What follows belongs to an exercise in optimizing a design on an open flow for small area, a short achievable clock period and few clock cycles; a production flow would make more cautious choices. In this exercise RTL edits were held to simulation tests only and were not proved equivalent to the original. Power figures rest on the tool's default switching activity, not on a simulated workload.

== run A ==
==> flow/design.v (excerpt) <==
module sccpu( clk, rst, instr, readdata, PC, MemWrite, aluout, writedata);
Settings: LEC_CHECK=0, CAP_MARGIN=20, CORE_MARGIN=2, CORE_UTILIZATION=55, CTS_CLUSTER_DIAMETER=70, CTS_CLUSTER_SIZE=20, SLEW_MARGIN=20, SYNTH_HIERARCHICAL=1, TNS_END_PERCENT=0; clock period 15.0 ns.
standard.sh (not shown) runs the stock make flow with config.mk's settings and CLKGATE_MAP_FILE= SYNTH_SCRIPT=/design/flow/synth_recipe.tcl, a recipe that flattens the netlist after the stock synthesis.
==> flow/flow/run.sh <==
#!/bin/bash
# Own layout flow: the standard flow (standard.sh), with the standard
# synthesis run first and on its own. For the layout steps it changes only
# how timing is repaired:
#  - timing repair aims for a setup slack of MARGIN ns at the design's clock
#    period, so the layout is optimised for a shorter period than 15 ns;
#  - every port still gets a buffer, but a plain buffer rather than the delay
#    cell buffer_ports picks by default;
#  - gate sizing may use any cell of the same function, not only cells of the
#    same footprint.
set -euo pipefail
MARGIN=10.7
bash standard.sh synth > synth.log 2>&1
bash standard.sh SETUP_SLACK_MARGIN=$MARGIN MATCH_CELL_FOOTPRINT=0 \
   "BUFFER_PORTS_ARGS=-buffer_cell sky130_fd_sc_hd__buf_4" finish > layout.log 2>&1
Run A: flow completed, timing, DRC and antenna clean
Testbench counts of run A, summed over its fixed seeds: cycles 70,900.
#### Input delta (run B over run A)
# run A
export LEC_CHECK = 0
export CAP_MARGIN = 20
export CORE_MARGIN = 2
export CORE_UTILIZATION = 55
export CTS_CLUSTER_DIAMETER = 70
export CTS_CLUSTER_SIZE = 20
export SLEW_MARGIN = 20
export SYNTH_HIERARCHICAL = 1
export TNS_END_PERCENT = 0
create_clock -name core_clock -period 15.0 [get_ports {clk}]
# run B
export LEC_CHECK = 0
export CAP_MARGIN = 20
export CORE_MARGIN = 2
export CORE_UTILIZATION = 55
export CTS_CLUSTER_DIAMETER = 80
export CTS_CLUSTER_SIZE = 24
export SLEW_MARGIN = 20
export SYNTH_HIERARCHICAL = 1
export TNS_END_PERCENT = 0
create_clock -name core_clock -period 15.0 [get_ports {clk}]
--- a/flow/flow/run.sh
+++ b/flow/flow/run.sh
@@ -10 +10,3 @@
-#    same footprint.
+#    same footprint;
+#  - after floorplanning, the flip-flops that drive output ports are given
+#    drive strength 4 (flow/io_flops.tcl).
@@ -15 +17,2 @@
-   "BUFFER_PORTS_ARGS=-buffer_cell sky130_fd_sc_hd__buf_4" finish > layout.log 2>&1
+   "BUFFER_PORTS_ARGS=-buffer_cell sky130_fd_sc_hd__buf_4" \
+   POST_FLOORPLAN_TCL=$PWD/flow/io_flops.tcl finish > layout.log 2>&1
==> flow/flow/io_flops.tcl (new file) <==
# Upsize the flip-flops that drive output ports to drive strength 4 (same
# cell type, stronger drive): they drive long wires to the ports' buffers.
set block [ord::get_db_block]
foreach bterm [$block getBTerms] {
  if {[$bterm getIoType] != "OUTPUT"} { continue }
  set net [$bterm getNet]
  if {$net == "NULL"} { continue }
  foreach iterm [$net getITerms] {
    if {![$iterm isOutputSignal]} { continue }
    set inst [$iterm getInst]
    set master [[$inst getMaster] getName]
    if {[regexp {^(sky130_fd_sc_hd__(dfxtp|dfrtp))_[12]$} $master -> base]} {
      replace_cell [$inst getName] ${base}_4
    }
  }
}
### Flow results
Sort run B and run A by utilization desc -> top: run A. After synthesis and placement, the instance count of run B is below that of run A. Relative to run A, the wire length of the first global-routing pass of run B is lower by 8800 um. Setup slack: higher on run A. Arrival time reported for the critical path endpoint, run B and run A, higher one = run B. Diff run A -> run B: via count fell by about 0.55%; maximum frequency fell by about 0.6%; area growth from synthesis to final layout fell by 0.47 points. In the metrics for run B and run A, the one carrying the higher final wirelength is run A. Comparing relative area of clock buffers and inverters in the final design for run B and run A, the smaller number came from run B. Diff run B and run A: shortest period the worst path allows lower in run A.
Input changes introduced in run C (baseline for comparison: run B):
# run B
export LEC_CHECK = 0
export CAP_MARGIN = 20
export CORE_MARGIN = 2
export CORE_UTILIZATION = 55
export CTS_CLUSTER_DIAMETER = 80
export CTS_CLUSTER_SIZE = 24
export SLEW_MARGIN = 20
export SYNTH_HIERARCHICAL = 1
export TNS_END_PERCENT = 0
create_clock -name core_clock -period 15.0 [get_ports {clk}]
# run C
export LEC_CHECK = 0
export CAP_MARGIN = 20
export CORE_MARGIN = 2
export CORE_UTILIZATION = 55
export CTS_CLUSTER_DIAMETER = 80
export CTS_CLUSTER_SIZE = 24
export SLEW_MARGIN = 20
export SYNTH_HIERARCHICAL = 1
export TNS_END_PERCENT = 10
create_clock -name core_clock -period 15.0 [get_ports {clk}]
--- a/flow/flow/run.sh
+++ b/flow/flow/run.sh
@@ -10,3 +10 @@
-#    same footprint;
-#  - after floorplanning, the flip-flops that drive output ports are given
-#    drive strength 4 (flow/io_flops.tcl).
+#    same footprint.
@@ -17,2 +15 @@
-   "BUFFER_PORTS_ARGS=-buffer_cell sky130_fd_sc_hd__buf_4" \
-   POST_FLOORPLAN_TCL=$PWD/flow/io_flops.tcl finish > layout.log 2>&1
+   "BUFFER_PORTS_ARGS=-buffer_cell sky130_fd_sc_hd__buf_4" finish > layout.log 2>&1
removed: flow/flow/io_flops.tcl
- Having completed the whole flow, run C delivered a layout that passed the timing, DRC and antenna checks.
- For the HPWL after detailed placement, run C came in about 0.8% higher than run B did.
- Diff run B -> run C | number of vias per cell | up slightly
- On run C: global-route wire length before repair is 7700 um higher than what run B gave.
- On critical path depth: run C sits above run B.
- Run C — clock latency of the later-clocked register in the worst-skew pair 20 ps lower, run B as reference
- Looking only at global-route usage, and setting everything else aside, the higher value of run C and run B goes to run C.
- Between run B and run C, sequential share of layout area decreased.
- Power: run C draws less than run B
## Diff of input files: run D against run C
# run C
export LEC_CHECK = 0
export CAP_MARGIN = 20
export CORE_MARGIN = 2
export CORE_UTILIZATION = 55
export CTS_CLUSTER_DIAMETER = 80
export CTS_CLUSTER_SIZE = 24
export SLEW_MARGIN = 20
export SYNTH_HIERARCHICAL = 1
export TNS_END_PERCENT = 10
create_clock -name core_clock -period 15.0 [get_ports {clk}]
# run D
export LEC_CHECK = 0
export CAP_MARGIN = 20
export CORE_MARGIN = 2
export CORE_UTILIZATION = 55
export CTS_CLUSTER_DIAMETER = 80
export CTS_CLUSTER_SIZE = 24
export SLEW_MARGIN = 20
export SYNTH_HIERARCHICAL = 1
export TNS_END_PERCENT = 0
create_clock -name core_clock -period 15.0 [get_ports {clk}]
--- a/flow/flow/run.sh
+++ b/flow/flow/run.sh
@@ -12 +12 @@
-MARGIN=10.7
+MARGIN=10.6
==> comparison <==
Of the two values seen for capturing instance or port of the critical path, pc_r[14] was produced by run C and PC[25] by run D. Run C tops out at a higher clock frequency than run D. Run D vs run C: power density normalized to cell area down slightly. Run C → run D: relative slew slack +0.87 points, post-route minimum period +67 ps, share of the clock period used by the worst path +0.45 points.
Input changes introduced in run E (baseline for comparison: run D):
# run D
export LEC_CHECK = 0
export CAP_MARGIN = 20
export CORE_MARGIN = 2
export CORE_UTILIZATION = 55
export CTS_CLUSTER_DIAMETER = 80
export CTS_CLUSTER_SIZE = 24
export SLEW_MARGIN = 20
export SYNTH_HIERARCHICAL = 1
export TNS_END_PERCENT = 0
create_clock -name core_clock -period 15.0 [get_ports {clk}]
# run E
export LEC_CHECK = 0
export CAP_MARGIN = 20
export CORE_MARGIN = 2
export CORE_UTILIZATION = 60
export CTS_CLUSTER_DIAMETER = 80
export CTS_CLUSTER_SIZE = 24
export SLEW_MARGIN = 20
export SYNTH_HIERARCHICAL = 1
export TNS_END_PERCENT = 0
create_clock -name core_clock -period 15.0 [get_ports {clk}]
--- a/flow/flow/run.sh
+++ b/flow/flow/run.sh
@@ -12 +12 @@
-MARGIN=10.6
+MARGIN=10.7
[summary]
- Run E reports a higher longest individual stage delay on the worst path than run D does.
- Run E reports a lower pin count of the biggest net entering global routing than run D does.
- Diff run D and run E: final critical delay including setup and external delays lower in run D
- Between run D and run E, the overall power after layout does not differ in any meaningful way.
- Compared with run D, in run E average footprint of a synthesized cell stayed essentially flat; worst reg-to-reg path cell count now larger.

Another version of the RTL of sccpu (not shown whole).
For scale: roughly 5300 cells after synthesis, ~1300 flip-flops, ~67000 sq um of cells after synthesis.
Settings: LEC_CHECK=0, CAP_MARGIN=20, CORE_MARGIN=2, CORE_UTILIZATION=55, CTS_CLUSTER_DIAMETER=80, CTS_CLUSTER_SIZE=24, SLEW_MARGIN=20, SYNTH_HIERARCHICAL=1, TNS_END_PERCENT=0; clock period 15.0 ns.
==> flow/flow/run.sh <==
#!/bin/bash
# Own layout flow: the standard flow (standard.sh), with the standard
# synthesis run first and on its own. For the layout steps it changes only
# how timing is repaired:
#  - timing repair aims for a setup slack of MARGIN ns at the design's clock
#    period, so the layout is optimised for a shorter period than 15 ns;
#  - every port still gets a buffer, but a plain buffer rather than the delay
#    cell buffer_ports picks by default;
#  - gate sizing may use any cell of the same function, not only cells of the
#    same footprint.
set -euo pipefail
MARGIN=11.0
bash standard.sh synth > synth.log 2>&1
bash standard.sh SETUP_SLACK_MARGIN=$MARGIN MATCH_CELL_FOOTPRINT=0 \
   "BUFFER_PORTS_ARGS=-buffer_cell sky130_fd_sc_hd__buf_4" finish > layout.log 2>&1
The baseline finished with timing, DRC and antenna clean.
Testbench counts at the start, summed over its fixed seeds: cycles 75,828.
Then changed:
--- a/flow/flow/run.sh
+++ b/flow/flow/run.sh
@@ -11,3 +11,3 @@
 set -euo pipefail
-MARGIN=11.0
+MARGIN=10.7
 bash standard.sh synth > synth.log 2>&1
CORE_UTILIZATION = 62   (was 55)
Worst hold slack loses 39 ps.
Combinational power falls by 11%.
Clock power goes down by about 7%.
Count of clock-buffer cells in the layout drops by 8.
Routed wire length is lower by 3.4%.
Power is lower by 3.6%.

Setup of onyx:
Another version of the RTL of sccpu (not shown whole).
Size: ~160 I/O pins, about 0.067 mm^2 of cells after synthesis.
==> flow/config.mk <==
export PLATFORM = sky130hd
export DESIGN_NAME = sccpu
export DESIGN_NICKNAME = sccpu
export VERILOG_FILES = /design/flow/design.v
export SDC_FILE = /design/flow/constraint.sdc
export NUM_CORES = 8
export LEC_CHECK = 0
export CAP_MARGIN = 20
export CORE_MARGIN = 2
export CORE_UTILIZATION = 55
export CTS_CLUSTER_DIAMETER = 80
export CTS_CLUSTER_SIZE = 24
export SLEW_MARGIN = 20
export SYNTH_HIERARCHICAL = 1
export TNS_END_PERCENT = 0
==> flow/constraint.sdc <==
create_clock -name core_clock -period 15.0 [get_ports {clk}]
set_input_delay 3.0000 -clock core_clock [delete_from_list [all_inputs] [get_ports {clk}]]
set_output_delay 3.0000 -clock core_clock [all_outputs]
set_load 0.01 [all_outputs]
==> flow/flow/run.sh <==
#!/bin/bash
# Own layout flow: the standard flow (standard.sh), with the standard
# synthesis run first and on its own. For the layout steps it changes only
# how timing is repaired:
#  - timing repair aims for a setup slack of MARGIN ns at the design's clock
#    period, so the layout is optimised for a shorter period than 15 ns;
#  - every port still gets a buffer, but a plain buffer rather than the delay
#    cell buffer_ports picks by default;
#  - gate sizing may use any cell of the same function, not only cells of the
#    same footprint;
#  - after floorplanning, the flip-flops that drive output ports are given
#    drive strength 4 (flow/io_flops.tcl).
set -euo pipefail
MARGIN=10.7
bash standard.sh synth > synth.log 2>&1
bash standard.sh SETUP_SLACK_MARGIN=$MARGIN MATCH_CELL_FOOTPRINT=0 \
   "BUFFER_PORTS_ARGS=-buffer_cell sky130_fd_sc_hd__buf_4" \
   POST_FLOORPLAN_TCL=$PWD/flow/io_flops.tcl finish > layout.log 2>&1
==> flow/flow/io_flops.tcl <==
# Upsize the flip-flops that drive output ports to drive strength 4 (same
# cell type, stronger drive): they drive long wires to the ports' buffers.
set block [ord::get_db_block]
foreach bterm [$block getBTerms] {
  if {[$bterm getIoType] != "OUTPUT"} { continue }
  set net [$bterm getNet]
  if {$net == "NULL"} { continue }
  foreach iterm [$net getITerms] {
    if {![$iterm isOutputSignal]} { continue }
    set inst [$iterm getInst]
    set master [[$inst getMaster] getName]
    if {[regexp {^(sky130_fd_sc_hd__(dfxtp|dfrtp))_[12]$} $master -> base]} {
      replace_cell [$inst getName] ${base}_4
    }
  }
}
Testbench counts of onyx, summed over its fixed seeds: cycles 71,888.
Modified inputs, sierra compared to onyx
==> flow/flow/io_flops.tcl <==
# Upsize the flip-flops that drive output ports to drive strength 4 (same
# cell type, stronger drive): they drive long wires to the ports' buffers.
foreach port [get_ports -quiet *] {
  if {[get_property $port direction] != "output"} { continue }
  set net [get_nets -quiet -of_objects $port]
  if {$net == ""} { continue }
  foreach pin [get_pins -quiet -of_objects $net -filter "direction == output"] {
    set inst [get_property $pin instance]
    set master [get_property $inst ref_name]
    if {[regexp {^(sky130_fd_sc_hd__(dfxtp|dfrtp))_[12]$} $master -> base]} {
      replace_cell $inst ${base}_4
    }
  }
}
Findings:
Every run in sierra and onyx closed cleanly, with the single exception of sierra.
FAIL sierra @ 2_1_floorplan: tool exited with error
sierra vs. onyx: synthesized cell count held steady, synthesized area closely matched the old numbers, basic-gate share of the synthesized area counting and, or, nand and nor cells did not really move, initial core utilization ~0 delta, complex-gate fraction of the synthesized area neither gained nor lost much.
sierra -> onyx: horizontal die dimension delta 0, exact match
Count of state elements after synthesis delta (onyx -> sierra): insignificant

branch pepper:
sccpu with an RTL version that a note above also has.
Size: roughly 5000 cells after synthesis, about 0.067 sq mm of cells after synthesis.
export LEC_CHECK = 0
export CAP_MARGIN = 20
export CORE_MARGIN = 2
export CORE_UTILIZATION = 55
export CTS_CLUSTER_DIAMETER = 80
export CTS_CLUSTER_SIZE = 24
export PLACE_DENSITY = 0.7
export SLEW_MARGIN = 20
export SYNTH_HIERARCHICAL = 1
export TNS_END_PERCENT = 0
create_clock -name core_clock -period 15.0 [get_ports {clk}]
==> flow/flow/run.sh <==
#!/bin/bash
# Own layout flow: the standard flow (standard.sh), with the standard
# synthesis run first and on its own. For the layout steps it changes only
# how timing is repaired:
#  - timing repair aims for a setup slack of MARGIN ns at the design's clock
#    period, so the layout is optimised for a shorter period than 15 ns;
#  - every port still gets a buffer, but a plain buffer rather than the delay
#    cell buffer_ports picks by default;
#  - gate sizing may use any cell of the same function, not only cells of the
#    same footprint.
set -euo pipefail
MARGIN=10.7
bash standard.sh synth > synth.log 2>&1
bash standard.sh SETUP_SLACK_MARGIN=$MARGIN MATCH_CELL_FOOTPRINT=0 \
   "BUFFER_PORTS_ARGS=-buffer_cell sky130_fd_sc_hd__buf_4" finish > layout.log 2>&1
branch pepper finished all stages; the layout is clean.
Testbench counts of branch pepper, summed over its fixed seeds: cycles 70,900.
Input-level comparison between branch harbor and branch pepper:
-- flow/config.mk --
<<< branch pepper, line 9
export CORE_MARGIN = 2
export CORE_UTILIZATION = 55
export CTS_CLUSTER_DIAMETER = 80
export CTS_CLUSTER_SIZE = 24
export PLACE_DENSITY = 0.7
export SLEW_MARGIN = 20
>>> branch harbor, line 9
export CORE_MARGIN = 2
export CORE_UTILIZATION = 50
export CTS_CLUSTER_DIAMETER = 80
export CTS_CLUSTER_SIZE = 24
export SLEW_MARGIN = 20
==> comparison <==
- From branch harbor to branch pepper, number of clock sinks seen by CTS did not move at all.
- branch harbor reached the end of the flow, and the finished layout is clean on the timing, DRC and antenna checks.
- From branch pepper to branch harbor the numbers moved as follows: routed via count divided by cell count fell by 5.0%, register share of the cell area flat, met3 usage decreased 5.2 points, power density over the cells went up 1.3 mW/mm^2.

==> afterwards: timing with drivers on the ports <==
No port has a modelled driver above. Below, the same layouts with a new extraction and two added sets of constraints.
Step 1 sets driving cells, clkbuf_16 on the clock port and buf_2 on the other inputs (assumed; they add their load-dependent delay and slew).
Step 2 times the ports against the registers' clock, not the clock port: input delays grow and output delays shrink by t, the midpoint of the rising clock arrivals with the driver on.
a / b / c = ideal ports / drivers / drivers and shift; a / b = the first two.
| run | shift t [ns] | setup WS [ns] | hold WS [ns] | latest minus earliest clock arrival (ns) | worst slew at a driven data input, ns |
|---|---|---|---|---|---|
| run A | 0.806 | 10.622 / 10.536 / 10.038 | 0.461 / 0.461 / 0.461 | 0.050 / 0.050 | 0.10 |
| run B | 0.792 | 10.595 / 10.512 / 10.105 | 0.469 / 0.469 / 0.469 | 0.041 / 0.041 | 0.07 |
| run C | 0.780 | 10.581 / 10.533 / 10.164 | 0.462 / 0.462 / 0.462 | 0.037 / 0.036 | 0.09 |
| run D | 0.793 | 10.514 / 10.427 / 9.988 | 0.470 / 0.470 / 0.470 | 0.071 / 0.071 | 0.11 |
| run E | 0.768 | 10.433 / 10.433 / 9.961 | 0.466 / 0.466 / 0.466 | 0.057 / 0.057 | 0.06 |
| the first run of note 2 | 0.772 | 10.414 / 10.414 / 9.929 | 0.404 / 0.404 / 0.404 | 0.045 / 0.045 | 0.20 |
| the second run of note 2 | 0.757 | 10.378 / 10.378 / 9.841 | 0.366 / 0.366 / 0.366 | 0.038 / 0.038 | 0.17 |
| onyx | 0.807 | 10.431 / 10.431 / 9.828 | 0.465 / 0.465 / 0.465 | 0.048 / 0.049 | 0.09 |
| branch pepper | 0.802 | 10.529 / 10.522 / 10.297 | 0.472 / 0.472 / 0.472 | 0.054 / 0.054 | 0.06 |
| branch harbor | 0.797 | 10.512 / 10.479 / 10.091 | 0.463 / 0.463 / 0.463 | 0.066 / 0.066 | 0.05 |
After both steps setup and hold are still met in every run listed. The setup slack of onyx, which loses most, moves by 0.000 ns with the drivers and by -0.603 ns with both steps.
